This design comes from an exercise in tuning for small area, a short achievable clock period and few clock cycles on the open sky130 flow, not from production work. Only simulation tests tie the RTL to the original design; equivalence was not proved.

## flow/design.v (module list and top-level ports; edited modules follow where they fit)
// module rf_dec: 6 lines
// module rf_sel: 12 lines
// module mul32lo: 821 lines
// module Processor: 177 lines
module Processor (
    input Clock,
    input Reset,
    input [31:0] Mem_DataIn,
    output [31:0] Mem_Address,
    output Mem_WriteEnable,
    output [31:0] Mem_DataOut
    );
  // ...
==> flow/run.sh <==
#!/bin/bash
# synth_recipe.tcl (not shown) runs the flow's synth.tcl, then flattens the netlist and writes it again
# the make line also repeats each setting of config.mk as NAME=value (left out here)
make -C /OpenROAD-flow-scripts/flow DESIGN_CONFIG=/design/flow/config.mk WORK_HOME=/design/flow/orfs CLKGATE_MAP_FILE= SYNTH_SCRIPT=/design/flow/synth_recipe.tcl finish
==> flow/config.mk <==
export PLATFORM = sky130hd
export DESIGN_NAME = Processor
export DESIGN_NICKNAME = Processor
export VERILOG_FILES = /design/flow/design.v
export SDC_FILE = /design/flow/constraint.sdc
export NUM_CORES = 4
export LEC_CHECK = 0
export CAP_MARGIN = 20
export CORE_MARGIN = 2
export CORE_UTILIZATION = 40
export SLEW_MARGIN = 20
==> flow/constraint.sdc <==
create_clock -name core_clock -period 125.0 [get_ports {Clock}]
set_input_delay 25.0000 -clock core_clock [delete_from_list [all_inputs] [get_ports {Clock}]]
set_output_delay 25.0000 -clock core_clock [all_outputs]
set_load 0.01 [all_outputs]
==> flow_summary.yaml, run 1 <==
floorplanning:
  die_h_um: 434
  tap_cells: 2464
  ios: 99
global_routing:
  use_met3: 0.164
  met1_usage: 0.437
  top_usage_layer: "met2"
detailed_routing:
  avgRoutedWirePerCell_um: 38.8
  drc: 0
  met2_length_mm: 146
synthesis:
  syn_avg_cell_area_um2: 11.1
  async_flop_share: 0
  yosys_warnings: 3
  synth_top_cell_by_area: "edfxtp_1"
critical_path:
  crit_buf_inv: 1
  reg2reg_slack_ns: 103.73
  setup.worst_path.end: "Mem_Address[8]"
clock_network:
  path_clk_slew_ns: 0.06
  root_buffer: "clkbuf_16"
final_layout:
  buf_share: 0.0341
  regMostFlops: "rf"
  layout-drive-gt1-share: 0.0972
timing:
  max_slew_margin: 0.116
place:
  placement.io_buffers: 98
run_status:
  status: "finished clean"
Testbench counts, summed over its fixed seeds: cycles 270,652.
==> run 2, diff against run 1 <==
--- a/flow/config.mk
+++ b/flow/config.mk
@@ -10,2 +10,4 @@
 export CORE_UTILIZATION = 40
+export CTS_CLUSTER_DIAMETER = 120
+export CTS_CLUSTER_SIZE = 20
 export SLEW_MARGIN = 20
==> flow_summary.yaml, run 2 <==
critical_path:
  critPathLaunchType: "primary input"
  reg2reg_slack_ns: 103.79
  ff2ff_path_depth: 95
  startpoint: "Mem_DataIn[23]"
  r2r-start: "dv[0]"
  required_ns: 125.29
  crit_fanout: 31
  path_class: "in2reg"
  endpoint_kind: "flip-flop"
  worstPathArrival_ns: 27.10
global_routing:
  top_usage_layer: "met2"
  antenna_found_initial: 26
  grt_max_degree: 67
  grtUsageMet2: 0.534
  use_met3: 0.151
  overflow: 0
  grt_pass1_vias: 61300
  met1_usage: 0.438
  grt_pass1_wl_mm: 487
  track_usage: 0.370
detailed_routing:
  avgRoutedWirePerCell_um: 39.2
  wl_mm: 356
  ant_nets: 0
  drt-vias-per-instance: 7.18
  drc: 0
  first_pass_iters: 13
  vias: 65200
  drt_iter0_markers: 14000
clock_network:
  clkLatencyLatePin_ns: 0.79
  cts.htree.levels: 3
  cts_buffers: 74
  cts_hold_repair.buffers: 0
  post_cts_resized: 0
  root_buffer: "clkbuf_16"
  cts_tree: "done"
  cts_buffer_depth: 3
  cts.sinks: 1211
  postCtsSetupBuffers: 0
  path_clk_slew_ns: 0.08
place:
  placement.io_buffers: 98
  hpwl_mm: 213
  dp.cells: 8965
  gp_congestion: 0.995
  pre_cts_slack_ns: 97.67
synthesis:
  syn_avg_cell_area_um2: 11.1
  synth_top_cell_by_area: "edfxtp_1"
  yosysMostFrequentCell: "edfxtp_1"
  synth_seq_area_share: 0.478
  synth_edf_count: 1104
  synth_area_leaders: "edfxtp_1 45%, a22oi_1 6.8%, fa_1 5.4%, ha_1 4.7%, xnor2_1 4.6%"
  yosysTopAreaCellShare: 0.449
  yosys_warnings: 3
  ys.flop_type: "edfxtp_1"
  synth_cell_type_count: 100
  syn-cell-area_um2: 73900
  ys_ff_latch: 1211
  netlist_instances: 6679
  synthTopCellsByCount: "1104 x edfxtp_1, 673 x a22oi_1, 414 x clkbuf_1"
  async_flop_share: 0
hold_path:
  holdCritStartpoint: "we"
  hold_path_class: "reg2reg"
  hold_depth: 2
timing:
  fin_setup_tns_ns: 0
  min_period_ns: 26.80
  clock_skew_ns: 0.111
  maxSlewViolCount: 0
  finalCritPeriodShare: 0.214
  final-hold-violation-count: 0
  worst_slack_ns: 98.20
  max_slew_margin: 0.134
  rsz0062_at_grt: "false"
  worst_slew_pin_slew_ns: 1.29
  clock.fmax_mhz: 37.3
  setup_violations: 0
run_status:
  status: "finished clean"
final_layout:
  seqCellArea_um2: 35300
  layout_common_cells: "1104 x edfxtp_1, 673 x a22oi_1, 385 x xnor2_1"
  fill_cells: 16900
  regMostFlops: "rf"
  largest_register_ff_count: 992
  final_common_cell: "edfxtp_1"
  syn2layout_area_growth_pct: 9.88
  multi_input_area_um2: 36700
  layout-drive-gt1-share: 0.0817
  utilization: 0.443
  fin_nets: 7087
  finish.cell_count_without_fillers: 9085
floorplanning:
  die_h_um: 434
  rows: 157
  core_um2: 183000
  die_w_um: 434
  die_area_um2: 188000
  ios: 99
  start_util: 0.403
flow_run:
  drv_cap: 0
==> run 2: cell counts after synthesis <==
No cell type changed its count.
==> run 2: worst max-delay path: stages <==
cell             delay [ns]
clkdlybuf4s50_1        0.68
a222oi_1               0.79
inv_1                  0.60
==> run 2: kinds of logic after synthesis <==
kind of cell | Yosys count | synth area share
buffers and inverters | 791 | 0.0408
XOR/XNOR | 566 | 0.0672
flip-flops | 1211 | 0.478
adder cells (fa/ha/maj) | 474 | 0.100
AO/OA/AOI/OAI | 2131 | 0.209
multiplexers | 85 | 0.0119
AND/OR/NAND/NOR | 1420 | 0.0932
other | 1 | 0.0000507
==> run 2: area by class of cell <==
cell class	count	share of cell area
inverters	276	0.0128
flip-flops and latches	1211	0.435
well taps	2464	0.0380
clock buffers	91	0.0237
diodes	12	0.000370
multi-input cells	4677	0.452
repair buffers	339	0.0347
clock inverters	15	0.00382
==> run 2: routing by layer <==
metal,vias to the layer above,routed length [µm]
li1,25400,-
met2,6242,147000
met1,31700,118000
met4,24,34000
met3,1896,57300
met5,-,251
==> run 2: metrics by stage <==
stage | instance area (µm²) | hold WS [ns]
final | 81200 | 0.464
after detailed placement | 78700 | 0.459
after global routing | 81200 | 0.505
after global placement | 78700 | 0.450
after floorplan | 73900 | 0.343
after CTS | 81000 | 0.471
==> run 2: path summary, 6_finish.rpt <==
kind,endpoint
worst max-delay path,rf[17][23]
worst min-delay path,we
worst max register to register,hi[2]
worst min register to register,we
==> module Processor, before the edit <==
module Processor (
    input Clock,
    input Reset,
    input [31:0] Mem_DataIn,
    output [31:0] Mem_Address,
    output Mem_WriteEnable,
    output [31:0] Mem_DataOut
    );
    localparam DIVK = 4;                        
    localparam DIVN = 32 / DIVK;                
    reg  [31:0] mar;         
    reg         we;          
    reg  [31:0] dout;        
    reg         dcyc;        
    reg         ldp;         
    reg  [4:0]  ldrt;        
    reg  [31:0] ir;          
    reg         iv;          
    reg  [11:0] irpc;        
    reg  [30:0] hi;          
    reg         hineg;       
    reg  [31:0] dq;          
    reg  [31:0] dv;          
    reg         dcin;
    reg  [2:0]  dcnt;
    reg         dbusy;
    reg  [31:0] rf [1:31];
    reg         rst;         
    assign Mem_Address     = mar;
    assign Mem_WriteEnable = we;
    assign Mem_DataOut     = dout;
    wire [5:0]  op  = ir[31:26];
    wire [4:0]  rs  = ir[25:21];
    wire [4:0]  rt  = ir[20:16];
    wire [4:0]  rd  = ir[15:11];
    wire [4:0]  sh  = ir[10:6];
    wire [5:0]  fn  = ir[5:0];
    wire [15:0] imm = ir[15:0];
    wire is_mem  = op[5];
    wire is_sw   = op[5] & op[3];
    wire is_lw   = op[5] & ~op[3];
    wire is_mul  = ~op[5] & op[4];
    wire is_imm  = ~op[5] & ~op[4] & op[3];
    wire is_addi = is_imm & ~op[0];
    wire is_lui  = is_imm & op[1] & op[0];
    wire is_ori  = is_imm & ~op[1] & op[0];
    wire is_j0   = ~op[5] & ~op[4] & ~op[3];
    wire is_br   = is_j0 & op[2];
    wire is_jmp  = is_j0 & ~op[2] & op[1];
    wire is_jal  = is_jmp & op[0];
    wire is_r    = is_j0 & ~op[2] & ~op[1];
    wire is_as   = is_r & fn[5];                
    wire is_slt  = is_as & fn[3];
    wire is_sub  = is_as & fn[1];
    wire is_div  = is_r & ~fn[5] & fn[4] & fn[3];
    wire is_mfhi = is_r & ~fn[5] & fn[4] & ~fn[3];
    wire is_jr   = is_r & ~fn[5] & ~fn[4] & fn[3];
    wire is_sll  = is_r & ~fn[5] & ~fn[4] & ~fn[3];
    wire stall = iv & is_r & ~fn[5] & fn[4] & dbusy;    
    wire ex    = iv & ~dcyc & ~stall;
    wire [32*31-1:0] rflat;
    genvar g;
    generate
        for (g = 1; g < 32; g = g + 1) begin : rfl
            assign rflat[32*(g-1) +: 32] = rf[g];
        end
    endgenerate
    wire [31:0] sela, selb;
    wire [31:0] A, B;
    rf_dec deca (.a(rs), .y(sela));
    rf_dec decb (.a(rt), .y(selb));
    rf_sel rda  (.s(sela[31:1]), .d(rflat), .y(A));
    rf_sel rdb  (.s(selb[31:1]), .d(rflat), .y(B));
    wire [31:0] simm = {{16{imm[15]}}, imm};
    wire        xzero = is_mfhi | is_div;
    wire [31:0] X = xzero ? 32'd0 : A;
    wire [31:0] Y = is_mfhi ? {1'b0, hi} :
                    is_div  ? A :
                    (is_imm | is_mem) ? simm : B;
    wire        sub = is_sub | (is_mfhi & hineg) | (is_div & A[31]);
    wire [31:0] sum = X + (Y ^ {32{sub}}) + {31'd0, sub};
    wire        lt  = (A[31] ^ B[31]) ? A[31] : sum[31];
    wire [31:0] mb   = is_sll ? (32'd1 << sh) : A;
    wire [31:0] prod;
    mul32lo mul (.a(B), .b(mb), .p(prod));
    wire [31:0] lg = is_lui ? {imm, 16'd0} : {A[31:16], A[15:0] | imm};
    wire [31:0] res = (is_mul | is_sll) ? prod :
                      is_imm ? (is_addi ? sum : lg) :
                      is_jal ? {18'd0, irpc, 2'b00} :
                      is_slt ? {31'd0, lt} : sum;
    wire        wr_ex = is_mul | is_imm | is_jal | (is_r & (fn[5] | ~fn[3]));
    wire [4:0]  dest  = (is_r | is_mul) ? rd : is_imm ? rt : 5'd31;
    wire        eq       = (A == B);
    wire        redirect = is_jmp | is_jr | (is_br & (eq ^ op[0]));
    wire [11:0] btarget  = irpc + imm[11:0];
    wire [11:0] target   = is_jmp ? ir[11:0] : is_jr ? A[13:2] : btarget;
    wire [11:0] seq      = mar[13:2] + 12'd1;
    wire        rf_we = dcyc ? ldp : (ex & wr_ex);
    wire [4:0]  rf_wa = dcyc ? ldrt : dest;
    wire [31:0] rf_wd = dcyc ? Mem_DataIn : res;
    integer i;
    always @(posedge Clock) begin
        for (i = 1; i < 32; i = i + 1)
            if (rf_we && rf_wa == i) rf[i] <= rf_wd;
    end
    always @(posedge Clock) rst <= Reset;
    always @(posedge Clock) begin
        if (rst) begin
            mar  <= 32'd0;
            we   <= 1'b0;
            dcyc <= 1'b0;
            ldp  <= 1'b0;
            iv   <= 1'b0;
        end else if (dcyc) begin
            mar  <= {18'd0, irpc, 2'b00};
            we   <= 1'b0;
            dcyc <= 1'b0;
            ldp  <= 1'b0;
        end else if (!stall) begin
            ir   <= Mem_DataIn;
            irpc <= seq;
            iv   <= 1'b1;
            if (ex & is_mem) begin
                mar  <= sum;
                we   <= is_sw;
                dcyc <= 1'b1;
                ldp  <= is_lw;
            end else if (ex & redirect) begin
                mar  <= {18'd0, target, 2'b00};
                iv   <= 1'b0;
            end else begin
                mar  <= {18'd0, seq, 2'b00};
            end
        end
    end
    always @(posedge Clock) begin
        dout <= B;
        ldrt <= rt;
    end
    reg [30:0] r_n;
    reg [31:0] q_n;
    reg [32:0] t;
    integer k;
    always @(*) begin
        r_n = hi;
        q_n = dq;
        for (k = 0; k < DIVK; k = k + 1) begin
            t = {1'b0, r_n, q_n[31]} + {1'b1, dv} + {32'd0, dcin};
            r_n = t[32] ? {r_n[29:0], q_n[31]} : t[30:0];
            q_n = {q_n[30:0], 1'b0};
        end
    end
    wire [32:0] t0 = {1'b0, dq} + {1'b1, dv} + {32'd0, dcin};
    always @(posedge Clock) begin
        if (rst) begin
            hi    <= 31'd0;
            hineg <= 1'b0;
            dbusy <= 1'b0;
        end else if (ex & is_div) begin
            hi    <= 31'd0;
            hineg <= A[31];
            dq    <= sum;
            dv    <= B[31] ? B : ~B;
            dcin  <= ~B[31];
            dcnt  <= DIVN - 1;
            dbusy <= 1'b1;
        end else if (dbusy && dcnt == DIVN - 1 && t0[32]) begin
            hi    <= dq[30:0];
            dbusy <= 1'b0;
        end else if (dbusy) begin
            hi    <= r_n;
            dq    <= q_n;
            dcnt  <= dcnt - 3'd1;
            if (dcnt == 3'd0) dbusy <= 1'b0;
        end
    end
endmodule
==> run 3, diff against run 2 <==
--- a/flow/design.v
+++ b/flow/design.v
@@ -1,2 +1,48 @@
 `timescale 1ns / 1ps
+module add_bk #(parameter W = 32) (
+    input  [W-1:0] a,
+    input  [W-1:0] b,
+    input          ci,
+    output [W-1:0] s,
+    output         co
+    );
+    localparam integer TOPL = 64;    
+    reg [W:0] g, p;          
+    integer l, i;
+    always @(*) begin
+        g = {a & b, ci};
+        p = {a ^ b, 1'b0};
+        for (l = 1; l <= W; l = l * 2)
+            for (i = 2 * l - 1; i <= W; i = i + 2 * l) begin
+                g[i] = g[i] | (p[i] & g[i - l]);
+                p[i] = p[i] & p[i - l];
+            end
+        for (l = TOPL; l >= 1; l = l / 2)
+            for (i = 3 * l - 1; i <= W; i = i + 2 * l) begin
+                g[i] = g[i] | (p[i] & g[i - l]);
+                p[i] = p[i] & p[i - l];
+            end
+    end
+    assign s  = a ^ b ^ g[W-1:0];
+    assign co = g[W];
+endmodule
+module add_rc #(parameter W = 32) (
+    input  [W-1:0] a,
+    input  [W-1:0] b,
+    input          ci,
+    output [W-1:0] s,
+    output         co
+    );
+    wire [W:0] c;
+    assign c[0] = ci;
+    genvar k;
+    generate
+        for (k = 0; k < W; k = k + 1) begin : rc
+            assign s[k]   = a[k] ^ b[k] ^ c[k];
+            assign c[k+1] = (a[k] & b[k]) | (c[k] & (a[k] ^ b[k]));
+        end
+    endgenerate
+    assign co = c[W];
+endmodule
+`timescale 1ns / 1ps
 module rf_dec (
@@ -849,4 +895,2 @@
     );
-    localparam DIVK = 4;                        
-    localparam DIVN = 32 / DIVK;                
     reg  [31:0] mar;         
@@ -860,9 +904,8 @@
     reg  [11:0] irpc;        
-    reg  [30:0] hi;          
+    reg  [31:0] hi;          
     reg         hineg;       
-    reg  [31:0] dq;          
-    reg  [31:0] dv;          
-    reg         dcin;
-    reg  [2:0]  dcnt;
-    reg         dbusy;
+    reg  [32:0] dd;          
+    reg  [4:0]  dcnt;        
+    reg         dodd;        
+    wire        dbusy = (dcnt != 5'd0);
     reg  [31:0] rf [1:31];
@@ -917,3 +960,3 @@
     wire [31:0] X = xzero ? 32'd0 : A;
-    wire [31:0] Y = is_mfhi ? {1'b0, hi} :
+    wire [31:0] Y = is_mfhi ? hi :
                     is_div  ? A :
@@ -923,5 +966,23 @@
     wire        lt  = (A[31] ^ B[31]) ? A[31] : sum[31];
-    wire [31:0] mb   = is_sll ? (32'd1 << sh) : A;
+    wire [31:0] xa = A ^ {32{A[31]}};
+    wire [31:0] xb = B ^ {32{B[31]}};
+    reg  [5:0]  ca, cb;
+    integer n;
+    always @(*) begin
+        ca = 6'd32;
+        cb = 6'd32;
+        for (n = 0; n < 32; n = n + 1) begin
+            if (xa[n]) ca = 6'd31 - n;
+            if (xb[n]) cb = 6'd31 - n;
+        end
+    end
+    wire [6:0]  kd   = {1'b0, cb} - {1'b0, ca} + 7'd1;
+    wire [5:0]  k    = kd[6] ? 6'd0 : kd[5:0];   
+    wire [31:0] babs = xb + {31'd0, B[31]};      
+    wire [32:0] bsh  = {1'b0, babs} << k;
+    wire [4:0]  shamt = is_div ? k[4:0] : sh;
+    wire [31:0] mb    = (is_sll | is_div) ? ((32'd1 << shamt) & {32{~(is_div & k[5])}}) : A;
+    wire [31:0] ma    = is_div ? babs : B;
     wire [31:0] prod;
-    mul32lo mul (.a(B), .b(mb), .p(prod));
+    mul32lo mul (.a(ma), .b(mb), .p(prod));
     wire [31:0] lg = is_lui ? {imm, 16'd0} : {A[31:16], A[15:0] | imm};
@@ -980,37 +1041,23 @@
     end
-    reg [30:0] r_n;
-    reg [31:0] q_n;
-    reg [32:0] t;
-    integer k;
-    always @(*) begin
-        r_n = hi;
-        q_n = dq;
-        for (k = 0; k < DIVK; k = k + 1) begin
-            t = {1'b0, r_n, q_n[31]} + {1'b1, dv} + {32'd0, dcin};
-            r_n = t[32] ? {r_n[29:0], q_n[31]} : t[30:0];
-            q_n = {q_n[30:0], 1'b0};
-        end
-    end
-    wire [32:0] t0 = {1'b0, dq} + {1'b1, dv} + {32'd0, dcin};
+    wire [33:0] t1, t2;
+    wire        t1co, t2co;
+    add_bk #(34) dst1 (.a({2'b0, hi}), .b({1'b1, ~dd}), .ci(1'b1), .s(t1), .co(t1co));
+    wire [31:0] r1 = t1[33] ? hi : t1[31:0];
+    add_rc #(34) dst2 (.a({2'b0, r1}), .b({2'b11, ~dd[32:1]}), .ci(1'b1), .s(t2), .co(t2co));
+    wire [31:0] r2 = t2[33] ? r1 : t2[31:0];
     always @(posedge Clock) begin
         if (rst) begin
-            hi    <= 31'd0;
+            hi    <= 32'd0;
             hineg <= 1'b0;
-            dbusy <= 1'b0;
+            dcnt  <= 5'd0;
         end else if (ex & is_div) begin
-            hi    <= 31'd0;
+            hi    <= sum;                        
             hineg <= A[31];
-            dq    <= sum;
-            dv    <= B[31] ? B : ~B;
-            dcin  <= ~B[31];
-            dcnt  <= DIVN - 1;
-            dbusy <= 1'b1;
-        end else if (dbusy && dcnt == DIVN - 1 && t0[32]) begin
-            hi    <= dq[30:0];
-            dbusy <= 1'b0;
+            dd    <= {bsh[32], prod};            
+            dcnt  <= k[5:1] + 5'd1;              
+            dodd  <= ~k[0];
         end else if (dbusy) begin
-            hi    <= r_n;
-            dq    <= q_n;
-            dcnt  <= dcnt - 3'd1;
-            if (dcnt == 3'd0) dbusy <= 1'b0;
+            hi    <= (dcnt == 5'd1 && dodd) ? r1 : r2;
+            dd    <= {2'b0, dd[32:2]};
+            dcnt  <= dcnt - 5'd1;
         end
--- a/flow/config.mk
+++ b/flow/config.mk
@@ -13 +13,2 @@
 export SLEW_MARGIN = 20
+export SYNTH_HIERARCHICAL = 1
==> flow_summary.yaml, run 3 <==
timing:
  finalCritPeriodShare: 0.214
  setup_violations: 0
  clock_skew_ns: 0.0793
  fin_setup_tns_ns: 0
  rsz0062_at_grt: "false"
  min_period_ns: 26.78
  final-hold-violation-count: 0
  maxSlewViolCount: 0
  clock.fmax_mhz: 37.3
  worst_slew_pin_slew_ns: 1.25
  worst_slack_ns: 98.22
  max_slew_margin: 0.164
  whs_ns: 0.458
final_layout:
  utilization: 0.442
  fin_area_um2: 80800
  syn2layout_area_growth_pct: 9.88
  finish.cell_count_without_fillers: 9132
  layout-drive-gt1-share: 0.0990
  multi_input_area_um2: 36700
  regMostFlops: "rf"
  seqCellArea_um2: 34400
  fin_nets: 7067
  final_common_cell: "edfxtp_1"
  largest_registers: "rf (992), dd (33)"
  layout_common_cells: "1070 x edfxtp_1, 1022 x a22oi_1, 382 x inv_1"
  fill_cells: 16800
  largest_register_ff_count: 992
floorplanning:
  die_h_um: 433
  die_area_um2: 187000
  core_um2: 183000
  rows: 157
  die_w_um: 433
  ios: 99
  start_util: 0.402
critical_path:
  critPathLaunchType: "flip-flop"
  crit_buf_inv: 1
  endpoint_kind: "primary output"
  crit_path_cell_trace: "clkdlybuf4s50_1"
  cpMaxStageDelayCell: "clkdlybuf4s50_1"
  slowest_delay_ns: 0.59
  required_ns: 100.00
  crit_family: "buffers and inverters"
  path_class: "reg2out"
  crit_fanout: 6
  reg2reg_slack_ns: 106.02
  worstPathArrival_ns: 1.78
global_routing:
  overflow: 0
  track_usage: 0.336
  grt_max_degree: 73
  grt_pass1_wl_mm: 446
  antenna_found_initial: 13
  grt_pass1_vias: 59100
clock_network:
  cts_tree: "done"
  cts.sinks: 1182
  cts_buffer_depth: 3
  root_buffer: "clkbuf_16"
  cts_hold_repair.buffers: 0
  path_clk_slew_ns: 0.11
  postCtsSetupBuffers: 0
  cts_buffers: 71
  post_cts_resized: 0
  clkLatencyLatePin_ns: 0.76
  cts.htree.levels: 3
detailed_routing:
  wl_mm: 324
  drc: 0
  drt_iter0_markers: 10600
  drt-vias-per-instance: 6.89
  first_pass_iters: 8
  avgRoutedWirePerCell_um: 35.4
  vias: 63000
  ant_nets: 0
synthesis:
  syn_avg_cell_area_um2: 11.0
  netlist_instances: 6708
  syn-cell-area_um2: 73500
  yosys_warnings: 10
place:
  dp.cells: 9009
  place_area_um2: 78400
  placement.io_buffers: 98
  pre_cts_slack_ns: 97.91
  hpwl_mm: 203
  gp_congestion: 0.977
hold_path:
  hold_path_class: "reg2reg"
run_status:
  status: "finished clean"
flow_run:
  drv_cap: 0
[run 3: worst paths after layout]
check	from	to	depth (start not counted)
worst max-delay path	mar[10]	Mem_Address[10]	1
worst min-delay path	hineg	hineg	2
worst min register to register	hineg	hineg	2
worst max register to register	ir[20]	rf[5][31]	52
[run 3: cell type report]
type / instances / area share
antenna: 10 / 0.000310
sequential: 1182 / 0.426
inverter: 385 / 0.0179
tap: 2464 / 0.0382
timing repair buffer: 366 / 0.0381
clock buffer: 94 / 0.0235
clock inverter: 12 / 0.00260
multi-input combinational: 4619 / 0.454
[run 3: per-layer routing]
| layer | part of all wire | GRT usage | up-vias |
|---|---|---|---|
| met5 | 0.00018 | 0 | - |
| met4 | 0.083 | 0.228 | 8 |
| met3 | 0.15 | 0.134 | 1357 |
| met2 | 0.42 | 0.496 | 5279 |
| met1 | 0.35 | 0.402 | 31000 |
| li1 | - | - | 25300 |
[run 3: worst reg2reg max path: cells and delay by family (launching register included)]
| family | cells | cell delay [ns] |
|---|---|---|
| muxes | 1 | 0.18 |
| xor gates and xnor gates | 2 | 1.36 |
| and+or+nand+nor | 11 | 3.56 |
| buffers and inverters | 6 | 1.91 |
| AOI/OAI and AO/OA | 23 | 7.21 |
| DFF | 1 | 0.55 |
| adders and majority gates | 9 | 3.78 |
Testbench counts of run 3, summed over its fixed seeds: cycles 270,798.
==> run 4, diff against run 3 <==
--- a/flow/design.v
+++ b/flow/design.v
@@ -964,3 +964,5 @@
     wire        sub = is_sub | (is_mfhi & hineg) | (is_div & A[31]);
-    wire [31:0] sum = X + (Y ^ {32{sub}}) + {31'd0, sub};
+    wire [31:0] sum;
+    wire        sum_co;
+    add_rc #(32) alu_add (.a(X), .b(Y ^ {32{sub}}), .ci(sub), .s(sum), .co(sum_co));
     wire        lt  = (A[31] ^ B[31]) ? A[31] : sum[31];
==> flow_summary.yaml, run 4 <==
final_layout:
  fill_cells: 16700
  regMostFlops: "rf"
  largest_register_ff_count: 992
  finish.cell_count_without_fillers: 8890
  fin_nets: 6925
  largest_registers: "rf (992), dd (33)"
  layout-drive-gt1-share: 0.106
  layout_common_cells: "1070 x edfxtp_1, 1036 x a22oi_1, 378 x inv_1"
  syn2layout_area_growth_pct: 9.89
  utilization: 0.443
  final_common_cell: "edfxtp_1"
place:
  placement.io_buffers: 98
  hpwl_mm: 199
  gp_congestion: 0.954
  dp.cells: 8779
global_routing:
  grt_pass1_vias: 58400
  top_usage_layer: "met2"
  grt_pass1_wl_mm: 443
  overflow: 0
  met1_usage: 0.403
  grtUsageMet2: 0.503
  track_usage: 0.337
  use_met3: 0.121
  antenna_found_initial: 10
  grt_max_degree: 72
timing:
  clock_skew_ns: 0.0860
  rsz0062_at_grt: "false"
  final-hold-violation-count: 0
  maxSlewViolCount: 0
  finalCritPeriodShare: 0.214
  max_slew_margin: 0.173
  fin_setup_tns_ns: 0
  setup_violations: 0
  worst_slew_pin_slew_ns: 1.24
  min_period_ns: 26.79
  clock.fmax_mhz: 37.3
critical_path:
  path_class: "reg2out"
  cpMaxStageDelayCell: "clkdlybuf4s50_1"
  critPathLaunchType: "flip-flop"
  worstPathArrival_ns: 1.79
  crit_path_cell_trace: "clkdlybuf4s50_1"
  crit_buf_inv: 1
  endpoint_kind: "primary output"
  crit_family: "buffers and inverters"
  crit_fanout: 7
  slowest_delay_ns: 0.58
  required_ns: 100.00
floorplanning:
  die_h_um: 431
  core_um2: 181000
  die_w_um: 431
  ios: 99
  die_area_um2: 185000
  start_util: 0.403
  rows: 156
synthesis:
  yosys_warnings: 10
  netlist_instances: 6556
  syn-cell-area_um2: 72800
  syn_avg_cell_area_um2: 11.1
clock_network:
  cts.htree.levels: 3
  root_buffer: "clkbuf_16"
  post_cts_resized: 0
  cts_buffers: 71
  path_clk_slew_ns: 0.10
  cts_buffer_depth: 3
  cts_hold_repair.buffers: 0
  postCtsSetupBuffers: 0
  clkLatencyLatePin_ns: 0.76
  cts.sinks: 1182
  cts_tree: "done"
detailed_routing:
  drt-vias-per-instance: 6.95
  drt_iter0_markers: 11300
  avgRoutedWirePerCell_um: 36.2
  ant_nets: 0
  drc: 0
  wl_mm: 322
  vias: 61800
  first_pass_iters: 12
run_status:
  status: "finished clean"
hold_path:
  hold_path_class: "reg2reg"
flow_run:
  drv_cap: 0
[run 4: path summary, 6_finish.rpt]
check | start | to | slack, ns | cells past startpoint
worst min register to register | hineg | hineg | 0.46 | 2
worst max-delay path | mar[9] | Mem_Address[9] | 98.21 | 1
worst max register to register | ir[25] | rf[29][0] | 105.72 | 56
worst min-delay path | hineg | hineg | 0.46 | 2
[run 4: area by class of cell]
cell class	instances	area, µm²	share of cell area
clock inverters	14	269	0.00336
flip-flops and latches	1182	34400	0.430
multi-input cells	4466	35900	0.449
well taps	2370	2970	0.0371
repair buffers	382	3180	0.0398
inverters	379	1420	0.0178
diodes	10	25.0	0.000313
clock buffers	87	1840	0.0230
[run 4: worst min-delay path, delay by kind of cell (launching register included)]
family	cells	cell delay [ns]
AO/OA/AOI/OAI	1	0.05
flip-flops	1	0.32
AND/OR/NAND/NOR	1	0.05
[run 4: stage by stage]
step                      instance area, µm²  hold WS [ns]  setup WS (ns)
after floorplan                        72800         0.418          98.90
after global placement                 77700         0.439          98.37
after detailed placement               77700         0.444          98.36
after CTS                              79800         0.457          98.19
after global routing                   80000         0.477          98.14
final                                  80000         0.461          98.21
[run 4: metal layers]
| layer | share of wire | wire (µm) | vias to the layer above |
|---|---|---|---|
| met1 | 0.34 | 110000 | 30400 |
| met2 | 0.43 | 137000 | 5255 |
| li1 | - | - | 24600 |
| met3 | 0.14 | 46200 | 1430 |
| met4 | 0.087 | 28200 | 8 |
| met5 | 0.00029 | 92 | - |
Testbench counts of run 4, summed over its fixed seeds: cycles 270,798.
==> run 5, diff against run 4 <==
==> flow/flow/run.sh (new file) <==
#!/bin/bash
# Own layout flow: the standard layout (standard.sh), with one extra step
# after placement: flow/resize.tcl sizes the buffers that ORFS puts on the
# ports, the flip-flops that drive the output buffers and the high-fanout
# gates right behind the input buffers (cell swaps and re-legalization only;
# the constraints are untouched). Each tool's output goes to its own log here.
set -euo pipefail
R=orfs/results/${FLOW_PLATFORM}/Processor/base
bash standard.sh place > std_place.log 2>&1
cp "$R/3_place.odb" "$R/3_place_unsized.odb"
IN_ODB="$R/3_place_unsized.odb" OUT_ODB="$R/3_place.odb" \
    openroad -exit flow/resize.tcl > resize.log 2>&1
bash standard.sh finish > std_finish.log 2>&1
==> flow/flow/resize.tcl (new file) <==
# Port-path sizing on the placed design (no timing constraint is changed):
#  - port buffers inserted by buffer_ports get a regular buffer (buf_2);
#  - flip-flops that drive an output buffer get drive strength 2;
#  - gates within 3 levels of an input buffer that drive 8 or more pins
#    get the strongest drive of the same cell.
# Then the placement is legalized again.
read_db $::env(IN_ODB)
set db [ord::get_db]
set block [ord::get_db_block]
set pfx sky130_fd_sc_hd__

proc stronger {m} {
  global db pfx
  set name [$m getName]
  if {![regexp {^(.*)_([0-9]+)$} $name -> base drv]} { return "" }
  foreach d {4 2} {
    if {$d <= $drv} { continue }
    set c [$db findMaster "${base}_$d"]
    if {$c != "NULL" && $c != ""} { return $c }
  }
  return ""
}
proc out_net {inst} {
  foreach it [$inst getITerms] {
    if {[$it isOutputSignal]} { return [$it getNet] }
  }
  return "NULL"
}
proc fanout {net} {
  set n 0
  foreach it [$net getITerms] { if {[$it isInputSignal]} { incr n } }
  return $n
}

set buf2 [$db findMaster ${pfx}buf_2]
set dff2 [$db findMaster ${pfx}dfxtp_2]
set nb 0; set nf 0; set ng 0
set inbufs {}
foreach inst [$block getInsts] {
  set name [$inst getName]
  set m [[$inst getMaster] getName]
  if {![string match "*buf*" $m]} { continue }
  if {[string match "output*" $name]} {
    $inst swapMaster $buf2; incr nb
    foreach it [$inst getITerms] {
      if {[$it isInputSignal] && [$it getNet] != "NULL"} {
        foreach d [[$it getNet] getITerms] {
          if {[$d isOutputSignal]} {
            set di [$d getInst]
            if {[[$di getMaster] getName] == "${pfx}dfxtp_1"} { $di swapMaster $dff2; incr nf }
          }
        }
      }
    }
  } elseif {[string match "input*" $name]} {
    $inst swapMaster $buf2; incr nb
    lappend inbufs $inst
  }
}
# forward cone of the input buffers, 3 levels
set front $inbufs
set seen [dict create]
for {set lvl 0} {$lvl < 4} {incr lvl} {
  set next {}
  foreach inst $front {
    set net [out_net $inst]
    if {$net == "NULL"} { continue }
    if {$lvl > 0 && [fanout $net] >= 8} {
      set c [stronger [$inst getMaster]]
      if {$c != ""} { $inst swapMaster $c; incr ng }
    }
    foreach it [$net getITerms] {
      if {![$it isInputSignal]} { continue }
      set s [$it getInst]
      if {[[$s getMaster] isSequential]} { continue }
      set sn [$s getName]
      if {[dict exists $seen $sn]} { continue }
      dict set seen $sn 1
      lappend next $s
    }
  }
  set front $next
}
puts "resized $nb port buffers, $nf output flip-flops, $ng input-cone gates"
detailed_placement
check_placement
write_db $::env(OUT_ODB)
==> flow/standard.sh (new file) <==
#!/bin/bash
# synth_recipe.tcl (not shown) runs the flow's synth.tcl, then flattens the netlist and writes it again
# the make line also repeats each setting of config.mk as NAME=value (left out here)
make -C /OpenROAD-flow-scripts/flow DESIGN_CONFIG=/design/flow/config.mk WORK_HOME=/design/flow/orfs CLKGATE_MAP_FILE= SYNTH_SCRIPT=/design/flow/synth_recipe.tcl "${@:-finish}"
removed: flow/run.sh
==> flow_summary.yaml, run 5 <==
floorplanning:
  rows: 156
  core_um2: 181000
  ios: 99
  die_area_um2: 185000
  die_h_um: 431
  start_util: 0.403
  die_w_um: 431
detailed_routing:
  first_pass_iters: 9
  drt_iter0_markers: 11100
  ant_nets: 0
  drt-vias-per-instance: 6.93
  vias: 61700
  avgRoutedWirePerCell_um: 36.2
  wl_mm: 322
  drc: 0
place:
  gp_congestion: 0.954
  dp.cells: 8779
  pre_cts_slack_ns: 98.36
  placement.io_buffers: 98
  hpwl_mm: 199
  place_area_um2: 77700
clock_network:
  cts_buffers: 73
  path_clk_slew_ns: 0.11
  clkLatencyLatePin_ns: 0.75
  cts_tree: "done"
  root_buffer: "clkbuf_16"
  cts.sinks: 1182
  cts.htree.levels: 3
  post_cts_resized: 0
  postCtsSetupBuffers: 0
  cts_hold_repair.buffers: 0
  cts_buffer_depth: 3
timing:
  worst_slew_pin_slew_ns: 1.24
  worst_slack_ns: 98.71
  fin_setup_tns_ns: 0
  min_period_ns: 26.29
  final-hold-violation-count: 0
  whs_ns: 0.462
  rsz0062_at_grt: "false"
  finalCritPeriodShare: 0.210
  setup_violations: 0
  maxSlewViolCount: 0
  clock_skew_ns: 0.0823
  clock.fmax_mhz: 38.0
  max_slew_margin: 0.176
critical_path:
  endpoint_kind: "primary output"
  path_class: "reg2out"
  critPathLaunchType: "flip-flop"
  cpMaxStageDelayCell: "dfxtp_2"
  crit_buf_inv: 1
  crit_path_cell_trace: "buf_2"
  crit_family: "flip-flops"
  cp.depth: 1
  required_ns: 100.00
  ff2ff_path_depth: 56
  worstPathArrival_ns: 1.29
  slowest_delay_ns: 0.41
  crit_fanout: 7
final_layout:
  syn2layout_area_growth_pct: 9.54
  fin_area_um2: 79700
  finish.cell_count_without_fillers: 8901
  regMostFlops: "rf"
  largest_register_ff_count: 992
  largest_registers: "rf (992), dd (33)"
  layout_common_cells: "1070 x edfxtp_1, 1036 x a22oi_1, 378 x inv_1"
  final_common_cell: "edfxtp_1"
  layout-drive-gt1-share: 0.131
  fin_nets: 6928
  utilization: 0.441
synthesis:
  syn-cell-area_um2: 72800
  syn_avg_cell_area_um2: 11.1
  netlist_instances: 6556
  yosys_warnings: 10
global_routing:
  track_usage: 0.337
  grt_pass1_wl_mm: 444
  grt_pass1_vias: 58600
  overflow: 0
  grt_max_degree: 72
  antenna_found_initial: 10
run_status:
  status: "finished clean"
flow_run:
  drv_cap: 0
hold_path:
  hold_depth: 2
  hold_path_class: "reg2reg"
## run 5: cell count changes in the layout (fill, tap and decap cells not counted), sizes merged
cell	previous run	this run
inv	385	387
buf	284	383
diode	10	12
clkdlybuf4s50	98	0
clkbuf	87	93
## run 5: path summary, 6_finish.rpt
path | from | endpoint | slack, ns
setup reg to reg | ir[25] | rf[8][0] | 105.79
hold reg to reg | hineg | hineg | 0.46
setup / recovery | mar[2] | Mem_Address[2] | 98.71
hold / removal | hineg | hineg | 0.46
## run 5: layout make-up
| type | count | area [µm²] |
|---|---|---|
| Fill cell | 16800 | 101000 |
| Multi-Input combinational cell | 4466 | 35900 |
| Sequential cell | 1182 | 34500 |
| Tap cell | 2370 | 2970 |
| Timing Repair Buffer | 383 | 2700 |
| Clock buffer | 93 | 1900 |
| Inverter | 379 | 1420 |
| Clock inverter | 16 | 333 |
| Antenna cell | 12 | 30.0 |
## run 5: metal layers
layer / vias up / track usage / routed length (µm)
met5: - / 0 / 39
met4: 6 / 0.243 / 28000
met3: 1351 / 0.120 / 46300
met2: 5192 / 0.502 / 137000
met1: 30500 / 0.405 / 111000
li1: 24600 / - / -
==> run 6, diff against run 5 <==
--- a/flow/design.v
+++ b/flow/design.v
@@ -46,2 +46,17 @@
 endmodule
+module inc_rc #(parameter W = 32) (
+    input  [W-1:0] a,
+    input          ci,
+    output [W-1:0] s
+    );
+    wire [W:0] c;
+    assign c[0] = ci;
+    genvar k;
+    generate
+        for (k = 0; k < W; k = k + 1) begin : rc
+            assign s[k]   = a[k] ^ c[k];
+            assign c[k+1] = a[k] & c[k];
+        end
+    endgenerate
+endmodule
 `timescale 1ns / 1ps
@@ -982,3 +997,4 @@
     wire [5:0]  k    = kd[6] ? 6'd0 : kd[5:0];   
-    wire [31:0] babs = xb + {31'd0, B[31]};      
+    wire [31:0] babs;                            
+    inc_rc #(32) babs_inc (.a(xb), .ci(B[31]), .s(babs));
     wire [32:0] bsh  = {1'b0, babs} << k;
@@ -998,5 +1014,8 @@
     wire        redirect = is_jmp | is_jr | (is_br & (eq ^ op[0]));
-    wire [11:0] btarget  = irpc + imm[11:0];
+    wire [11:0] btarget;
+    wire        btarget_co;
+    add_rc #(12) badd (.a(irpc), .b(imm[11:0]), .ci(1'b0), .s(btarget), .co(btarget_co));
     wire [11:0] target   = is_jmp ? ir[11:0] : is_jr ? A[13:2] : btarget;
-    wire [11:0] seq      = mar[13:2] + 12'd1;
+    wire [11:0] seq;
+    inc_rc #(12) pcinc (.a(mar[13:2]), .ci(1'b1), .s(seq));
     wire        rf_we = dcyc ? ldp : (ex & wr_ex);
==> flow_summary.yaml, run 6 <==
timing:
  min_period_ns: 26.27
  maxSlewViolCount: 0
  rsz0062_at_grt: "false"
  max_slew_margin: 0.194
  clock.fmax_mhz: 38.1
  worst_slack_ns: 98.73
  final-hold-violation-count: 0
  worst_slew_pin_slew_ns: 1.20
  setup_violations: 0
  clock_skew_ns: 0.102
  finalCritPeriodShare: 0.210
  fin_setup_tns_ns: 0
synthesis:
  syn-cell-area_um2: 71600
  yosys_warnings: 10
  syn_avg_cell_area_um2: 11.4
  netlist_instances: 6294
global_routing:
  overflow: 0
  grt_pass1_vias: 56700
  track_usage: 0.343
  grt_max_degree: 102
  grt_pass1_wl_mm: 438
  antenna_found_initial: 22
critical_path:
  path_class: "reg2out"
  crit_buf_inv: 1
  crit_path_cell_trace: "buf_2"
  endpoint_kind: "primary output"
  crit_fanout: 3
  worstPathArrival_ns: 1.27
  critPathLaunchType: "flip-flop"
  crit_family: "flip-flops"
  required_ns: 100.00
  cpMaxStageDelayCell: "dfxtp_2"
  slowest_delay_ns: 0.38
clock_network:
  cts_buffers: 71
  cts_hold_repair.buffers: 0
  root_buffer: "clkbuf_16"
  post_cts_resized: 0
  path_clk_slew_ns: 0.10
  postCtsSetupBuffers: 0
  cts_buffer_depth: 3
  cts_tree: "done"
  cts.htree.levels: 3
  clkLatencyLatePin_ns: 0.77
  cts.sinks: 1182
final_layout:
  finish.cell_count_without_fillers: 8668
  fill_cells: 16400
  largest_register_ff_count: 992
  syn2layout_area_growth_pct: 9.34
  layout_common_cells: "1070 x edfxtp_1, 1034 x a22oi_1, 427 x nand2_1"
  regMostFlops: "rf"
  largest_registers: "rf (992), dd (33)"
  final_common_cell: "edfxtp_1"
  fin_nets: 6743
  layout-drive-gt1-share: 0.136
floorplanning:
  start_util: 0.402
  core_um2: 178000
  die_w_um: 427
  die_area_um2: 182000
  rows: 155
  die_h_um: 427
  ios: 99
place:
  hpwl_mm: 197
  placement.io_buffers: 98
  pre_cts_slack_ns: 98.36
  gp_congestion: 0.974
  dp.cells: 8542
detailed_routing:
  ant_nets: 0
  wl_mm: 320
  drc: 0
  avgRoutedWirePerCell_um: 37.0
  drt-vias-per-instance: 6.95
  first_pass_iters: 8
  vias: 60200
  drt_iter0_markers: 11400
flow_run:
  drv_cap: 0
run_status:
  status: "finished clean"
hold_path:
  hold_path_class: "reg2reg"
-- run 6: worst reg2reg max path: cells and delay by family (launching register included) --
| kind | cells | cell delay (ns) |
|---|---|---|
| AO/OA/AOI/OAI | 6 | 1.55 |
| adder cells (fa/ha/maj) | 33 | 12.95 |
| buffers and inverters | 6 | 1.11 |
| flip-flops | 1 | 0.49 |
| multiplexers | 2 | 0.54 |
| AND/OR/NAND/NOR | 6 | 1.91 |
-- run 6: area by class of cell --
| type | count | area [µm²] | share of cell area |
|---|---|---|---|
| multi-input cells | 4253 | 34700 | 0.443 |
| flip-flops and latches | 1182 | 34500 | 0.440 |
| well taps | 2355 | 2950 | 0.0376 |
| repair buffers | 383 | 2670 | 0.0341 |
| clock buffers | 93 | 1860 | 0.0237 |
| inverters | 370 | 1390 | 0.0177 |
| clock inverters | 14 | 269 | 0.00343 |
| diodes | 18 | 45.0 | 0.000575 |
-- run 6: per-stage QoR --
| step | hold WS, ns | cell area (µm²) | util |
|---|---|---|---|
| 2_1_floorplan | 0.418 | 71700 | - |
| 3_3_place_gp | 0.469 | 76300 | 0.428 |
| 3_5_place_dp | 0.474 | 76400 | 0.429 |
| 5_1_grt | 0.511 | 78300 | 0.439 |
| 4_1_cts | 0.489 | 78300 | 0.439 |
| 6_report | 0.497 | 78300 | 0.439 |
-- run 6: final timing paths --
| path | from | endpoint | slack [ns] | cells past startpoint |
|---|---|---|---|---|
| min | hineg | hineg | 0.50 | 2 |
| min reg2reg | hineg | hineg | 0.50 | 2 |
| max | mar[12] | Mem_Address[12] | 98.73 | 1 |
| max reg2reg | ir[25] | rf[2][0] | 106.18 | 53 |
-- run 6: metal layers --
metal,wire length [µm],global-route usage
met4,26500,0.229
met2,135000,0.501
met3,50800,0.153
met1,108000,0.404
met5,219,0.00556
Testbench counts of run 6, summed over its fixed seeds: cycles 270,798.
==> run 7, diff against run 6 <==
--- a/flow/design.v
+++ b/flow/design.v
@@ -1020,2 +1020,10 @@
     inc_rc #(12) pcinc (.a(mar[13:2]), .ci(1'b1), .s(seq));
+    reg  [11:0] btag, btgt;
+    reg         bval;
+    wire [11:0] pseq   = dcyc ? irpc : seq;
+    wire        bhit   = bval & (btag == pseq);
+    wire [11:0] pnext  = bhit ? btgt : pseq;
+    wire        is_ctrl = is_br | is_jmp | is_jr;
+    wire [11:0] succ   = redirect ? target : irpc;
+    wire        mispred = is_ctrl & (mar[13:2] != succ);
     wire        rf_we = dcyc ? ldp : (ex & wr_ex);
@@ -1037,3 +1045,3 @@
         end else if (dcyc) begin
-            mar  <= {18'd0, irpc, 2'b00};
+            mar  <= {18'd0, pnext, 2'b00};
             we   <= 1'b0;
@@ -1050,7 +1058,20 @@
                 ldp  <= is_lw;
-            end else if (ex & redirect) begin
-                mar  <= {18'd0, target, 2'b00};
+            end else if (ex & mispred) begin
+                mar  <= {18'd0, succ, 2'b00};
                 iv   <= 1'b0;
             end else begin
-                mar  <= {18'd0, seq, 2'b00};
+                mar  <= {18'd0, pnext, 2'b00};
+            end
+        end
+    end
+    always @(posedge Clock) begin
+        if (rst) begin
+            bval <= 1'b0;
+        end else if (ex & is_ctrl) begin
+            if (redirect & (target < irpc)) begin
+                btag <= irpc;
+                btgt <= target;
+                bval <= 1'b1;
+            end else if (mispred & ~redirect) begin
+                bval <= 1'b0;                    
             end
==> flow_summary.yaml, run 7 <==
critical_path:
  r2r-start: "ir[23]"
  worstPathArrival_ns: 1.26
  ff2ff_path_depth: 55
  cp.depth: 1
  endpoint_kind: "primary output"
  slowest_delay_ns: 0.38
  critPathLaunchType: "flip-flop"
  crit_family: "flip-flops"
  crit_fanout: 4
  reg2reg_slack_ns: 106.10
  setup.worst_path.end: "Mem_Address[10]"
  cpMaxStageDelayCell: "dfxtp_2"
  crit_path_cell_trace: "buf_2"
  r2r_end: "rf[22][0]"
  startpoint: "mar[10]"
  crit_buf_inv: 1
  path_class: "reg2out"
  required_ns: 100.00
floorplanning:
  start_util: 0.401
  rows: 157
  die_w_um: 432
  ios: 99
  die_area_um2: 186000
  core_um2: 182000
  die_h_um: 432
global_routing:
  use_met3: 0.139
  grtUsageMet2: 0.509
  grt_pass1_wl_mm: 448
  overflow: 0
  grt_max_degree: 75
  antenna_found_initial: 19
  top_usage_layer: "met2"
  track_usage: 0.342
  grt_pass1_vias: 58300
  met1_usage: 0.405
detailed_routing:
  ant_nets: 0
  drt_iter0_markers: 11200
  wl_mm: 328
  drt-vias-per-instance: 6.93
  drc: 0
  vias: 61100
  first_pass_iters: 10
  avgRoutedWirePerCell_um: 37.2
clock_network:
  root_buffer: "clkbuf_16"
  cts.htree.levels: 3
  cts_tree: "done"
  path_clk_slew_ns: 0.09
  clkLatencyLatePin_ns: 0.76
  cts.sinks: 1207
  cts_hold_repair.buffers: 0
  post_cts_resized: 0
  cts_buffers: 73
  cts_buffer_depth: 3
  postCtsSetupBuffers: 0
synthesis:
  syn_avg_cell_area_um2: 11.4
  syn-cell-area_um2: 73200
  yosys_warnings: 10
  netlist_instances: 6427
final_layout:
  final_common_cell: "edfxtp_1"
  layout_common_cells: "1094 x edfxtp_1, 1033 x a22oi_1, 434 x nand2_1"
  regMostFlops: "rf"
  largest_registers: "rf (992), dd (33)"
  fill_cells: 16800
  syn2layout_area_growth_pct: 9.03
  layout-drive-gt1-share: 0.136
  fin_nets: 6876
  fin_area_um2: 79800
  largest_register_ff_count: 992
flow_run:
  drv_cap: 0
place:
  gp_congestion: 0.960
  placement.io_buffers: 98
  hpwl_mm: 204
  place_area_um2: 77900
timing:
  clock_skew_ns: 0.0843
  final-hold-violation-count: 0
  setup_violations: 0
  maxSlewViolCount: 0
  finalCritPeriodShare: 0.210
  min_period_ns: 26.26
  rsz0062_at_grt: "false"
  clock.fmax_mhz: 38.1
  worst_slew_pin_slew_ns: 1.22
  fin_setup_tns_ns: 0
  max_slew_margin: 0.187
run_status:
  status: "finished clean"
hold_path:
  hold_path_class: "reg2reg"
## run 7: worst min path at each step
stage,end,from,cells past startpoint,slack (ns)
2_1_floorplan,ldrt[2],ir[18],0,0.42
3_3_place_gp,hineg,hineg,2,0.45
3_5_place_dp,hineg,hineg,2,0.46
4_1_cts,hineg,hineg,2,0.47
5_1_grt,hineg,hineg,2,0.48
6_report,hineg,hineg,2,0.47
## run 7: layer usage
| layer | share of wire | routed length [µm] | vias up |
|---|---|---|---|
| li1 | - | - | 24300 |
| met1 | 0.34 | 111000 | 30200 |
| met2 | 0.43 | 140000 | 5186 |
| met3 | 0.15 | 49700 | 1405 |
| met4 | 0.081 | 26500 | 20 |
| met5 | 0.00042 | 137 | - |
## run 7: through the flow
step	std cells	hold slack [ns]	util	worst slack [ns]
floorplan	6437	0.418	-	98.90
global placement	8690	0.446	0.427	98.37
detailed placement	8690	0.456	0.427	98.38
CTS	8799	0.469	0.437	98.71
global route	8801	0.480	0.437	98.71
finish	8814	0.467	0.437	98.74
## run 7: cell type report
cell class              instances  area (µm²)  area share
repair buffers                374        2650      0.0332
diodes                         13        32.5    0.000407
multi-input cells            4347       35400       0.444
inverters                     379        1420      0.0178
clock buffers                  94        1930      0.0241
well taps                    2385        2980      0.0374
clock inverters                15         211     0.00265
flip-flops and latches       1207       35200       0.441
Testbench counts of run 7, summed over its fixed seeds: cycles 264,703.

## what the ideal ports hide
In the flow no input, the clock included, has a driving cell. The finished layouts below were timed again as built, in two steps. Step 1, drivers: a clkbuf_16 drives Clock and a buf_2 each remaining input, both assumed. Step 2, shift: input delay + t, output delay - t, t = (earliest + latest rising clock arrival at the registers) / 2. This alone moves slack from input paths to output paths. Slacks: no drivers / after step 1 / after step 2; pairs: no drivers / after step 1.
run | t, ns | setup WS [ns] | hold WS [ns] | cell pins on the clock port's net
run 1 | 0.879 | 98.149 / 98.065 / 97.516 | 0.460 / 0.460 / 0.460 | 1
run 2 | 0.821 | 98.197 / 98.121 / 97.439 | 0.464 / 0.464 / 0.464 | 1
run 3 | 0.792 | 98.216 / 98.139 / 97.983 | 0.458 / 0.458 / 0.458 | 1
run 4 | 0.808 | 98.207 / 98.117 / 98.204 | 0.461 / 0.461 / 0.461 | 1
run 5 | 0.797 | 98.705 / 98.617 / 98.766 | 0.462 / 0.462 / 0.462 | 1
run 6 | 0.816 | 98.726 / 98.631 / 98.770 | 0.497 / 0.497 / 0.497 | 1
run 7 | 0.794 | 98.740 / 98.661 / 98.393 | 0.467 / 0.467 / 0.467 | 1
After both steps setup and hold are still met in every run listed. The setup slack of run 2, which loses most, moves by -0.076 ns with the drivers and by -0.758 ns with both steps.
